What follows belongs to an exercise in optimizing a design on an open flow for small area, a short achievable clock period and few clock cycles; a production flow would make more cautious choices.
Only simulation tests tie the RTL to the original design; equivalence was not proved.
No activity file was given, so power comes from the tool's default toggle rates.

==> flow/design.v (outline; a module is shown in full before it is edited, if it fits) <==
// module element_process: 6090 lines
// module mnist_conv: 198 lines
module mnist_conv (
    input  wire        clk,
    input  wire        reset,
    input  wire        start,
    output wire        done,
    input  wire [11:0] img_base,
    input  wire [11:0] krn_base,
    input  wire [11:0] dst_base,
    output wire [11:0] img_addr,
    input  wire [15:0] img_rdata,
    output wire [11:0] krn_addr,
    input  wire [15:0] krn_rdata,
    output wire [11:0] dst_addr,
    output wire [15:0] dst_wdata,
    output wire        dst_we
);
  // ...
==> flow/flow/run.sh <==
#!/bin/bash
# The standard layout (standard.sh), except that synthesis skips the early
# "abc -fast" pass inside Yosys's synth command (synth -noabc).  That pass
# restructures the full-adder trees before extract_fa runs and leaves many
# inverters between adder cells; without it extract_fa maps the trees
# cleanly.  Registers (names, count and cell types) are the same as the
# standard synthesis: the final abc mapping and dfflibmap are unchanged.
set -euo pipefail
here=$(pwd)
sed 's/yosys synth -nofsm -noshare {\*}\$args/yosys synth -nofsm -noshare -noabc {*}$args/' \
    synth_recipe.tcl > noabc_synth.tcl
grep -q -- '-noshare -noabc' noabc_synth.tcl
sed "s|SYNTH_SCRIPT=[^ ]*|SYNTH_SCRIPT=$here/noabc_synth.tcl|" standard.sh > standard_noabc.sh
grep -q "SYNTH_SCRIPT=$here/noabc_synth.tcl" standard_noabc.sh
bash standard_noabc.sh > flow_make.log 2>&1
==> flow/standard.sh <==
#!/bin/bash
# synth_recipe.tcl (not shown) runs the flow's synth.tcl, then flattens the netlist and writes it again
# the make line also repeats each setting of config.mk as NAME=value (left out here)
make -C /OpenROAD-flow-scripts/flow DESIGN_CONFIG=/design/flow/config.mk WORK_HOME=/design/flow/orfs CLKGATE_MAP_FILE= SYNTH_SCRIPT=/design/flow/synth_recipe.tcl "${@:-finish}"
==> flow/config.mk <==
export PLATFORM = sky130hd
export DESIGN_NAME = mnist_conv
export DESIGN_NICKNAME = mnist_conv
export VERILOG_FILES = /design/flow/design.v
export SDC_FILE = /design/flow/constraint.sdc
export NUM_CORES = 4
export LEC_CHECK = 0
export ABC_CLOCK_PERIOD_IN_PS = 3000
export CAP_MARGIN = 20
export CORE_MARGIN = 2
export CORE_UTILIZATION = 40
export SETUP_SLACK_MARGIN = 5.0
export SLEW_MARGIN = 20
==> flow/constraint.sdc <==
create_clock -name core_clock -period 8.0 [get_ports {clk}]
set_input_delay 1.6000 -clock core_clock [delete_from_list [all_inputs] [get_ports {clk}]]
set_output_delay 1.6000 -clock core_clock [all_outputs]
set_load 0.01 [all_outputs]
==> flow_metrics.env, run 1 <==
export IMPL_netlist_top_cells_count="and2_1, fa_1, dfxtp_1"
export IMPL_synthTopCellsByArea="fa_1, dfxtp_1, and2_1, edfxtp_1, xnor2_1"
export IMPL_multi_input_area_mm2=0.0333
export IMPL_routed_wl_um=190000
export IMPL_clkCellAreaFrac=0.0568
export IMPL_firstDrtPassIters=6
export IMPL_portBuffers=124
export IMPL_grt_pass1_wl_um=269000
export IMPL_seq_power_share=0.425
export IMPL_rows=135
export IMPL_critical_path_startpoint="ring0[4][3]"
export IMPL_antenna_found_initial=24
export IMPL_cts_resized_gates=215
export IMPL_antenna_left=0
export IMPL_num_antenna_cells=17
export IMPL_critPathArrivalTime_ns=3.68
export IMPL_dp_slack_ns=4.44
export IMPL_pg_clk_mw=4.96
export IMPL_dp_hpwl_um=136000
export IMPL_synthMuxAreaShare=0.0528
export IMPL_status="no timing/DRC/antenna violations"
export IMPL_drtIter0Drc=3578
export IMPL_startpoint_type="flip-flop"
export IMPL_end_kind="flip-flop"
export IMPL_met3_usage=0.0775
export IMPL_cts_hold_buf=0
export IMPL_whs_path_depth=0
export IMPL_pg_seq_mw=5.57
export IMPL_postCtsSetupRepairBufs=40
export IMPL_fmax_mhz=330
export IMPL_area_growth_pct=13.5
export IMPL_pin_count=125
export IMPL_postLayoutSetupSlackWorst_ns=4.97
export IMPL_met1Wirelength_um=75000
export IMPL_synth_top_cell_by_area="fa_1"
export IMPL_sh_seq_area=0.336
export IMPL_syn_area_mm2=0.0549
export IMPL_synth_top_family_by_area="adder cells"
export IMPL_cp_max_fo=15
export IMPL_routed_wl_met3_um=19300
Testbench counts, summed over its fixed seeds: cycles 49,392.
==> inputs of run 2 (changes only) <==
--- a/flow/config.mk
+++ b/flow/config.mk
@@ -10,3 +10,3 @@
 export CORE_MARGIN = 2
-export CORE_UTILIZATION = 40
+export CORE_UTILIZATION = 55
 export SETUP_SLACK_MARGIN = 5.0
==> flow_metrics.env, run 2 <==
export IMPL_status="no timing/DRC/antenna violations"
export IMPL_startpoint_type="flip-flop"
export IMPL_drc=0
export IMPL_async_reset_ff_frac=0
export IMPL_synth_top_area_share=0.303
export IMPL_power_density_mw_per_mm2=214
export IMPL_min_period_over_period=0.384
export IMPL_slew_headroom=0.196
export IMPL_largest_register_ff_count=280
export IMPL_core_area_mm2=0.0986
export IMPL_post_route_min_period_ns=3.07
export IMPL_synthAdderAreaFrac=0.318
export IMPL_synth_compound_area_frac=0.0323
export IMPL_clock_path_buffers=3
export IMPL_nets=5543
export IMPL_grt_pass1_wl_um=269000
export IMPL_ys_ff_latch=962
export IMPL_cts_hold_buf=0
export IMPL_yosys_warnings=12
export IMPL_via_per_inst=5.96
export IMPL_placedInstanceArea_mm2=0.0575
export IMPL_htree_levels=3
export IMPL_clk_latency_ns=0.71
export IMPL_fin_tns_setup_ns=0
export IMPL_area_growth_pct=12.7
export IMPL_syn_area_mm2=0.0549
export IMPL_grt_max_degree=208
export IMPL_initial_core_util=0.557
export IMPL_portBuffers=124
export IMPL_cp_max_fo=16
export IMPL_grt_pass1_vias=36700
export IMPL_fp_dieH_um=320
export IMPL_final_common_cell="and2_1"
export IMPL_synth_top_flop_cell="dfxtp_1"
export IMPL_antenna_left=0
export IMPL_largestRegisters="mac.st1_q (280), win (144)"
export IMPL_ys_seq_area_frac=0.380
export IMPL_rsz0062_at_grt="yes"
export IMPL_maxCapViolCount=0
export IMPL_worst_pin_slew_ns=1.20
export IMPL_final_instance_count_excl_fill=5984
export IMPL_p_leak_nw=27.7
export IMPL_dieArea_mm2=0.102
export IMPL_cts_inserted_buffers=102
export IMPL_finalPower_mw=13.2
export IMPL_end_kind="flip-flop"
export IMPL_firstDrtPassIters=5
export IMPL_pin_count=125
export IMPL_cp_required_ns=8.58
export IMPL_dp_cells=5722
export IMPL_synth_top_cell_by_area="fa_1"
export IMPL_vias=35700
export IMPL_drtIter0Drc=3770
export IMPL_syn_inst=4447
export IMPL_netlist_top_cells_count="and2_1, fa_1, dfxtp_1"
export IMPL_root_buffer="clkbuf_16"
export IMPL_slew_viol_final=0
export IMPL_finalClockSkew_ns=0.0330
export IMPL_cts_clk_slew_worst_paths_ns=0.07
export IMPL_synth_top_family_by_area="adder cells"
export IMPL_antenna_found_initial=30
export IMPL_fmax_mhz=325
export IMPL_critPathKind="flip-flop to flip-flop"
export IMPL_synth_cell_types=68
export IMPL_critPathArrivalTime_ns=3.66
export IMPL_dp_hpwl_um=137000
export IMPL_gp_congestion=0.989
export IMPL_fillCellCount=7839
export IMPL_layout_common_cells="and2_1, fa_1, dfxtp_1"
export IMPL_final_setup_viol_count=0
export IMPL_syn_nets=5414
export IMPL_synth_xor_xnor_area_share=0.0498
export IMPL_syn_area_per_cell_um2=12.3
export IMPL_layout_drive_gt1_share=0.110
export IMPL_cts_tree="yes"
export IMPL_worstRegToRegCells=4
export IMPL_yosys_area_share_simple=0.151
export IMPL_wire_per_inst_um=31.8
export IMPL_clkSinkCount=962
export IMPL_die_x_um=320
export IMPL_ir_drop_mv=0.246
export IMPL_synthTopCellsByArea="fa_1, dfxtp_1, and2_1, edfxtp_1, xnor2_1"
export IMPL_routed_wl_um=191000
export IMPL_grt_overflow=0
export IMPL_whs_path_depth=0
export IMPL_synth_edf_count=161
export IMPL_hold_path_class="flip-flop to flip-flop"
export IMPL_design_area_mm2=0.0618
export IMPL_grt_usage=0.379
export IMPL_synthMuxAreaShare=0.0528
export IMPL_hold_viol_final=0
export IMPL_rows=115
export IMPL_yosysMostFrequentCell="and2_1"
export IMPL_top_register="mac.st1_q"
-- run 2: stage by stage --
stage,utilization,setup WS [ns],hold WS (ns)
3_3_place_gp,0.584,4.47,0.310
2_1_floorplan,-,4.74,0.310
5_1_grt,0.626,4.97,0.326
3_5_place_dp,0.584,4.43,0.312
4_1_cts,0.624,5.00,0.322
6_report,0.627,4.93,0.310
-- run 2: final cells by class --
cell class | instances | area, um2 | share of cell area
multi-input combinational | 3257 | 33300 | 0.540
sequential | 962 | 20900 | 0.339
clock buffer | 135 | 2940 | 0.0476
timing repair buffer | 230 | 2070 | 0.0336
tap | 1287 | 1610 | 0.0261
clock inverter | 56 | 728 | 0.0118
inverter | 23 | 87.6 | 0.00142
antenna | 34 | 85.1 | 0.00138
-- run 2: cell families after synthesis --
family / count (synthesis)
adder cells (fa/ha/maj): 896
flip-flops: 962
AND/OR/NAND/NOR: 1466
multiplexers: 274
AO/OA/AOI/OAI: 309
XOR/XNOR: 312
buffers and inverters: 228
-- run 2: critical path, stage by stage, from the launching register on --
cell,delay (ns)
edfxtp_1,0.99
and2_1,0.26
fa_1,0.54
fa_1,0.73
fa_1,0.43
-- run 2: path summary, 6_finish.rpt --
check / startpoint / end / slack, ns
worst max-delay path: win[0][1] / mac.st1_q[239] / 4.93
worst max register to register: win[0][1] / mac.st1_q[239] / 4.93
worst min-delay path: ring1[3][7] / ring2[3][7] / 0.31
worst min register to register: ring1[3][7] / ring2[3][7] / 0.31
-- run 2: per-layer routing --
layer  GRT usage  wire length, um  up-vias
met3       0.100            20100      555
met1       0.489            72800    18400
met5           0                0        -
li1            -                -    14600
met4       0.207            11100        0
met2       0.586            86500     2105
-- run 2: power breakdown --
part           switching (mW)  leakage, nW  internal (mW)
combinational            1.35         17.9           1.19
clock                    2.08         1.79           3.05
sequential              0.303         8.03           5.28
-- run 2: what timing repair did --
| item | CTS | global route |
|---|---|---|
| resized for setup | 141 | 49 |
| pin swaps | 2 | 25 |
| setup buffers | 20 | 17 |
| endpoints found under the setup margin | 105 | 49 |

==> port drivers added, routing unchanged <==
The results above use ideal ports. As a check the final layouts listed here were re-extracted and re-timed, cells and wires unchanged. Step 1 sets driving cells, clkbuf_16 on the clock port and buf_2 on the other inputs (assumed; they add their load-dependent delay and slew). Step 2 also shifts input and output timing later by t, the mid clock arrival at the registers, as if the neighbouring blocks saw the same clock. a / b / c = ideal / step 1 / step 2; a / b = the first two.
| run | shift t [ns] | slack for setup (ns) | worst register clock-pin slew, ns |
|---|---|---|---|
| run 1 | 0.809 | 4.965 / 4.965 / 4.676 | 0.07 / 0.07 |
| run 2 | 0.766 | 4.927 / 4.927 / 4.651 | 0.07 / 0.07 |
After both steps every run listed still meets setup and hold. For run 1, which loses most, drivers alone change the setup slack by 0.000 ns; drivers and shift together by -0.289 ns.
